Context: an optimization exercise on an open-source flow, tuned for small area and a short achievable clock period. The choices shown serve that exercise and are no tape-out recipe. Function was checked by simulation only, so behaviour that the tests miss may differ from the original. Power and IR drop assume default switching activity.

job 104:
==> module decode, before the edit <==
module decode(
    input  wire        clk,
    input  wire        rst,
    input  wire        wb_reg_write,
    input  wire [4:0]  wb_write_reg_location,
    input  wire [31:0] mem_wb_write_data,
    input  wire [31:0] if_id_instr,
    input  wire [31:0] if_id_npc,
    output wire [1:0]  id_ex_wb,
    output wire [2:0]  id_ex_mem,
    output reg  [4:0]  id_ex_alu,
    output reg  [31:0] id_ex_target,
    output reg  [31:0] id_ex_rs_val,
    output reg  [31:0] id_ex_rt_val,
    output reg  [31:0] id_ex_b,
    output reg  [4:0]  id_ex_write_reg,
    output reg         id_ex_cleared
);
    wire [5:0]  opcode = if_id_instr[31:26];
    wire [4:0]  rs     = if_id_instr[25:21];
    wire [4:0]  rt     = if_id_instr[20:16];
    wire [4:0]  rd     = if_id_instr[15:11];
    wire [5:0]  funct  = if_id_instr[5:0];
    wire [31:0] sext   = {{16{if_id_instr[15]}}, if_id_instr[15:0]};
    wire [31:0] rs_val, rt_val;
    regfile rf0 (
        .clk(clk),
        .rst(rst),
        .we(wb_reg_write),
        .waddr(wb_write_reg_location),
        .wdata(mem_wb_write_data),
        .ra(rs),
        .rb(rt),
        .rdata_a(rs_val),
        .rdata_b(rt_val)
    );
    wire is_r   = (opcode == 6'b000000);
    wire is_lw  = (opcode == 6'b100011);
    wire is_sw  = (opcode == 6'b101011);
    wire is_beq = (opcode == 6'b000100);
    wire f_add = (funct == 6'b100000);
    wire f_sub = (funct == 6'b100010);
    wire f_and = (funct == 6'b100100);
    wire f_or  = (funct == 6'b100101);
    wire f_slt = (funct == 6'b101010);
    wire alusrc  = is_lw | is_sw;
    wire sel_slt = is_r & f_slt;
    wire sel_and = is_r & f_and;
    wire sel_or  = is_r & f_or;
    wire sel_sum = is_r ? (f_add | f_sub) : 1'b1;
    wire inv_b   = is_beq | (is_r & (f_sub | f_slt));
    wire [31:0] b = alusrc ? sext : rt_val;
    reg id_ex_regwrite, id_ex_lw, id_ex_beq, id_ex_sw;
    assign id_ex_wb  = {id_ex_regwrite, id_ex_lw};
    assign id_ex_mem = {id_ex_beq, id_ex_lw, id_ex_sw};
    always @(posedge clk) begin
        id_ex_cleared   <= rst;
        id_ex_regwrite  <= is_r | is_lw;
        id_ex_lw        <= is_lw;
        id_ex_beq       <= is_beq;
        id_ex_sw        <= is_sw;
        id_ex_alu       <= {inv_b, sel_sum, sel_slt, sel_and, sel_or};
        id_ex_target    <= if_id_npc + {sext[29:0], 2'b00};
        id_ex_rs_val    <= rs_val;
        id_ex_rt_val    <= rt_val;
        id_ex_b         <= b ^ {32{inv_b}};
        id_ex_write_reg <= is_r ? rd : rt;
    end
endmodule
==> module rf_read_port, before the edit <==
module rf_read_port(
    input  wire [31:0]   sel,
    input  wire [1023:0] regs,
    output wire [31:0]   data
);
    genvar i, j;
    generate
        for (i = 0; i < 32; i = i + 1) begin : bitn
            wire [10:0] n1;
            wire [2:0]  n2;
            wire        n3a, n3b;
            for (j = 0; j < 10; j = j + 1) begin : trio
                rf_aoi222 g1 (.a1(sel[3*j]),   .a2(regs[32*(3*j) + i]),
                              .b1(sel[3*j+1]), .b2(regs[32*(3*j+1) + i]),
                              .c1(sel[3*j+2]), .c2(regs[32*(3*j+2) + i]),
                              .y(n1[j]));
            end
            rf_aoi22 g1l (.a1(sel[30]), .a2(regs[32*30 + i]),
                          .b1(sel[31]), .b2(regs[32*31 + i]),
                          .y(n1[10]));
            rf_nand4 g2a (.a(n1[0]), .b(n1[1]), .c(n1[2]), .d(n1[3]), .y(n2[0]));
            rf_nand4 g2b (.a(n1[4]), .b(n1[5]), .c(n1[6]), .d(n1[7]), .y(n2[1]));
            rf_nand3 g2c (.a(n1[8]), .b(n1[9]), .c(n1[10]), .y(n2[2]));
            rf_nor2  g3a (.a(n2[0]), .b(n2[1]), .y(n3a));
            rf_inv   g3b (.a(n2[2]), .y(n3b));
            rf_nand2 g4  (.a(n3a), .b(n3b), .y(data[i]));
        end
    endgenerate
endmodule
==> module rf_nand4, before the edit <==
module rf_nand4(input wire a, b, c, d, output wire y);
    assign y = ~(a & b & c & d);
endmodule
==> module rf_inv, before the edit <==
module rf_inv(input wire a, output wire y);
    assign y = ~a;
endmodule
==> flow/config.mk <==
export PLATFORM = sky130hd
export DESIGN_NAME = mips_id_ex
export DESIGN_NICKNAME = mips_id_ex
export VERILOG_FILES = /design/flow/design.v
export SDC_FILE = /design/flow/constraint.sdc
export NUM_CORES = 4
export LEC_CHECK = 0
export ABC_AREA = 0
export CAP_MARGIN = 20
export CORE_MARGIN = 2
export CORE_UTILIZATION = 40
export SETUP_SLACK_MARGIN = 2.6
export SLEW_MARGIN = 20
export SYNTH_HIERARCHICAL = 1
export SYNTH_MINIMUM_KEEP_SIZE = 0
==> flow/constraint.sdc <==
create_clock -name core_clock -period 5.0 [get_ports {clk}]
set_input_delay 1.0000 -clock core_clock [delete_from_list [all_inputs] [get_ports {clk}]]
set_output_delay 1.0000 -clock core_clock [all_outputs]
set_load 0.01 [all_outputs]
run.sh (not shown) runs the stock make flow with config.mk's settings and CLKGATE_MAP_FILE= SYNTH_SCRIPT=/design/flow/synth_recipe.tcl, a recipe that flattens the netlist after the stock synthesis.
Job 104: all stages complete, timing, DRC and antenna checks passed
The inputs of job 102 differ from those of job 104 as listed below.
==> flow/design.v, changed modules only <==
module decode(
    input  wire        clk,
    input  wire        rst,
    input  wire        wb_reg_write,
    input  wire [4:0]  wb_write_reg_location,
    input  wire [31:0] mem_wb_write_data,
    input  wire [31:0] if_id_instr,
    input  wire [31:0] if_id_npc,
    output wire [1:0]  id_ex_wb,
    output wire [2:0]  id_ex_mem,
    output reg  [4:0]  id_ex_alu,
    output reg  [31:0] id_ex_target,
    output reg  [31:0] id_ex_rs_val,
    output reg  [31:0] id_ex_rt_val,
    output reg  [31:0] id_ex_b,
    output reg  [4:0]  id_ex_write_reg,
    output reg         id_ex_cleared
);
    wire [5:0]  opcode = if_id_instr[31:26];
    wire [4:0]  rs     = if_id_instr[25:21];
    wire [4:0]  rt     = if_id_instr[20:16];
    wire [4:0]  rd     = if_id_instr[15:11];
    wire [5:0]  funct  = if_id_instr[5:0];
    wire [31:0] sext   = {{16{if_id_instr[15]}}, if_id_instr[15:0]};
    wire [31:0] rs_val, rt_val;
    regfile rf0 (
        .clk(clk),
        .rst(rst),
        .we(wb_reg_write),
        .waddr(wb_write_reg_location),
        .wdata(mem_wb_write_data),
        .ra(rs),
        .rb(rt),
        .rdata_a(rs_val),
        .rdata_b(rt_val)
    );
    wire is_r   = (opcode == 6'b000000);
    wire is_lw  = (opcode == 6'b100011);
    wire is_sw  = (opcode == 6'b101011);
    wire is_beq = (opcode == 6'b000100);
    wire f_add = (funct == 6'b100000);
    wire f_sub = (funct == 6'b100010);
    wire f_and = (funct == 6'b100100);
    wire f_or  = (funct == 6'b100101);
    wire f_slt = (funct == 6'b101010);
    wire alusrc  = is_lw | is_sw;
    wire sel_slt = is_r & f_slt;
    wire sel_and = is_r & f_and;
    wire sel_or  = is_r & f_or;
    wire sel_sum = is_r ? (f_add | f_sub) : 1'b1;
    wire inv_b   = is_beq | (is_r & (f_sub | f_slt));
    wire keep_rt = ~alusrc & ~inv_b;
    wire flip_rt = ~alusrc & inv_b;
    wire [31:0] imm_b = {32{alusrc}} & sext;
    wire [31:0] b_hi_n = ~({32{keep_rt}} | imm_b);
    wire [31:0] b_lo_n = ~({32{flip_rt}} | imm_b);
    wire [31:0] b;
    genvar i;
    generate
        for (i = 0; i < 32; i = i + 1) begin : bsel
            id_mux2i m (.s(rt_val[i]), .a0(b_lo_n[i]), .a1(b_hi_n[i]), .y(b[i]));
        end
    endgenerate
    reg id_ex_regwrite, id_ex_lw, id_ex_beq, id_ex_sw;
    assign id_ex_wb  = {id_ex_regwrite, id_ex_lw};
    assign id_ex_mem = {id_ex_beq, id_ex_lw, id_ex_sw};
    always @(posedge clk) begin
        id_ex_cleared   <= rst;
        id_ex_regwrite  <= is_r | is_lw;
        id_ex_lw        <= is_lw;
        id_ex_beq       <= is_beq;
        id_ex_sw        <= is_sw;
        id_ex_alu       <= {inv_b, sel_sum, sel_slt, sel_and, sel_or};
        id_ex_target    <= if_id_npc + {sext[29:0], 2'b00};
        id_ex_rs_val    <= rs_val;
        id_ex_rt_val    <= rt_val;
        id_ex_b         <= b;
        id_ex_write_reg <= is_r ? rd : rt;
    end
endmodule
module id_mux2i(input wire s, a0, a1, output wire y);
    assign y = ~(s ? a1 : a0);
endmodule
module rf_read_port(
    input  wire [31:0]   sel,
    input  wire [1023:0] regs,
    output wire [31:0]   data
);
    genvar i, j;
    generate
        for (i = 0; i < 32; i = i + 1) begin : bitn
            wire [10:0] n1;
            wire [3:0]  n2;
            wire        n3a, n3b;
            for (j = 0; j < 10; j = j + 1) begin : trio
                rf_aoi222 g1 (.a1(sel[3*j]),   .a2(regs[32*(3*j) + i]),
                              .b1(sel[3*j+1]), .b2(regs[32*(3*j+1) + i]),
                              .c1(sel[3*j+2]), .c2(regs[32*(3*j+2) + i]),
                              .y(n1[j]));
            end
            rf_aoi22 g1l (.a1(sel[30]), .a2(regs[32*30 + i]),
                          .b1(sel[31]), .b2(regs[32*31 + i]),
                          .y(n1[10]));
            rf_nand3 g2a (.a(n1[0]), .b(n1[1]), .c(n1[2]),  .y(n2[0]));
            rf_nand3 g2b (.a(n1[3]), .b(n1[4]), .c(n1[5]),  .y(n2[1]));
            rf_nand3 g2c (.a(n1[6]), .b(n1[7]), .c(n1[8]),  .y(n2[2]));
            rf_nand2 g2d (.a(n1[9]), .b(n1[10]),            .y(n2[3]));
            rf_nor2  g3a (.a(n2[0]), .b(n2[1]), .y(n3a));
            rf_nor2  g3b (.a(n2[2]), .b(n2[3]), .y(n3b));
            rf_nand2 g4  (.a(n3a), .b(n3b), .y(data[i]));
        end
    endgenerate
endmodule
// module rf_nand4 removed
// module rf_inv removed
--- outcome ---
Against job 104, number of instances resized during post-cts repair in job 102 rose by more than 10%. Job 102 has more setup slack than job 104. Job 102 vs. job 104: sequential share of cell area now larger; global-route usage now sits higher. Looking at job 102 and job 104, the multi-input gate share of the layout cell area is a wash. The critical path depth in job 102 sits 2 below the value recorded for job 104. Compared with job 104, job 102 improves area after synthesis. Half-perimeter wire length of the detailed placement result delta (job 102 − job 104): unfavourable. For the design area, job 102 came in 0.53% lower than job 104 did. Against job 104, job 102 comes in 0.4 points lower on fraction of power consumed by sequential logic. Comparing utilization for job 102 and job 104, the bigger number came from job 102.

[what the ideal ports hide]
Ports are ideal in the flow. The routed layouts listed here were re-timed in OpenROAD. Step 1 assumes that a clkbuf_16 drives the clock port and a buf_2 every other input. Step 2 times the ports against the registers' clock, not the clock port: input delays grow and output delays shrink by t, the midpoint of the rising clock arrivals with the driver on. a / b / c = ideal / step 1 / step 2; a / b = the first two.
run | t (ns) | setup WS [ns] | hold slack, ns | slew at the worst register clock pin (ns)
job 104 | 0.851 | 2.246 / 2.174 / 1.322 | 0.423 / 0.423 / 0.423 | 0.07 / 0.07
job 102 | 0.861 | 2.490 / 2.536 / 1.675 | 0.423 / 0.423 / 0.423 | 0.07 / 0.07
After both steps setup and hold are still met in every run listed. For job 104, which loses most, drivers alone change the setup slack by -0.072 ns; drivers and shift together by -0.924 ns.
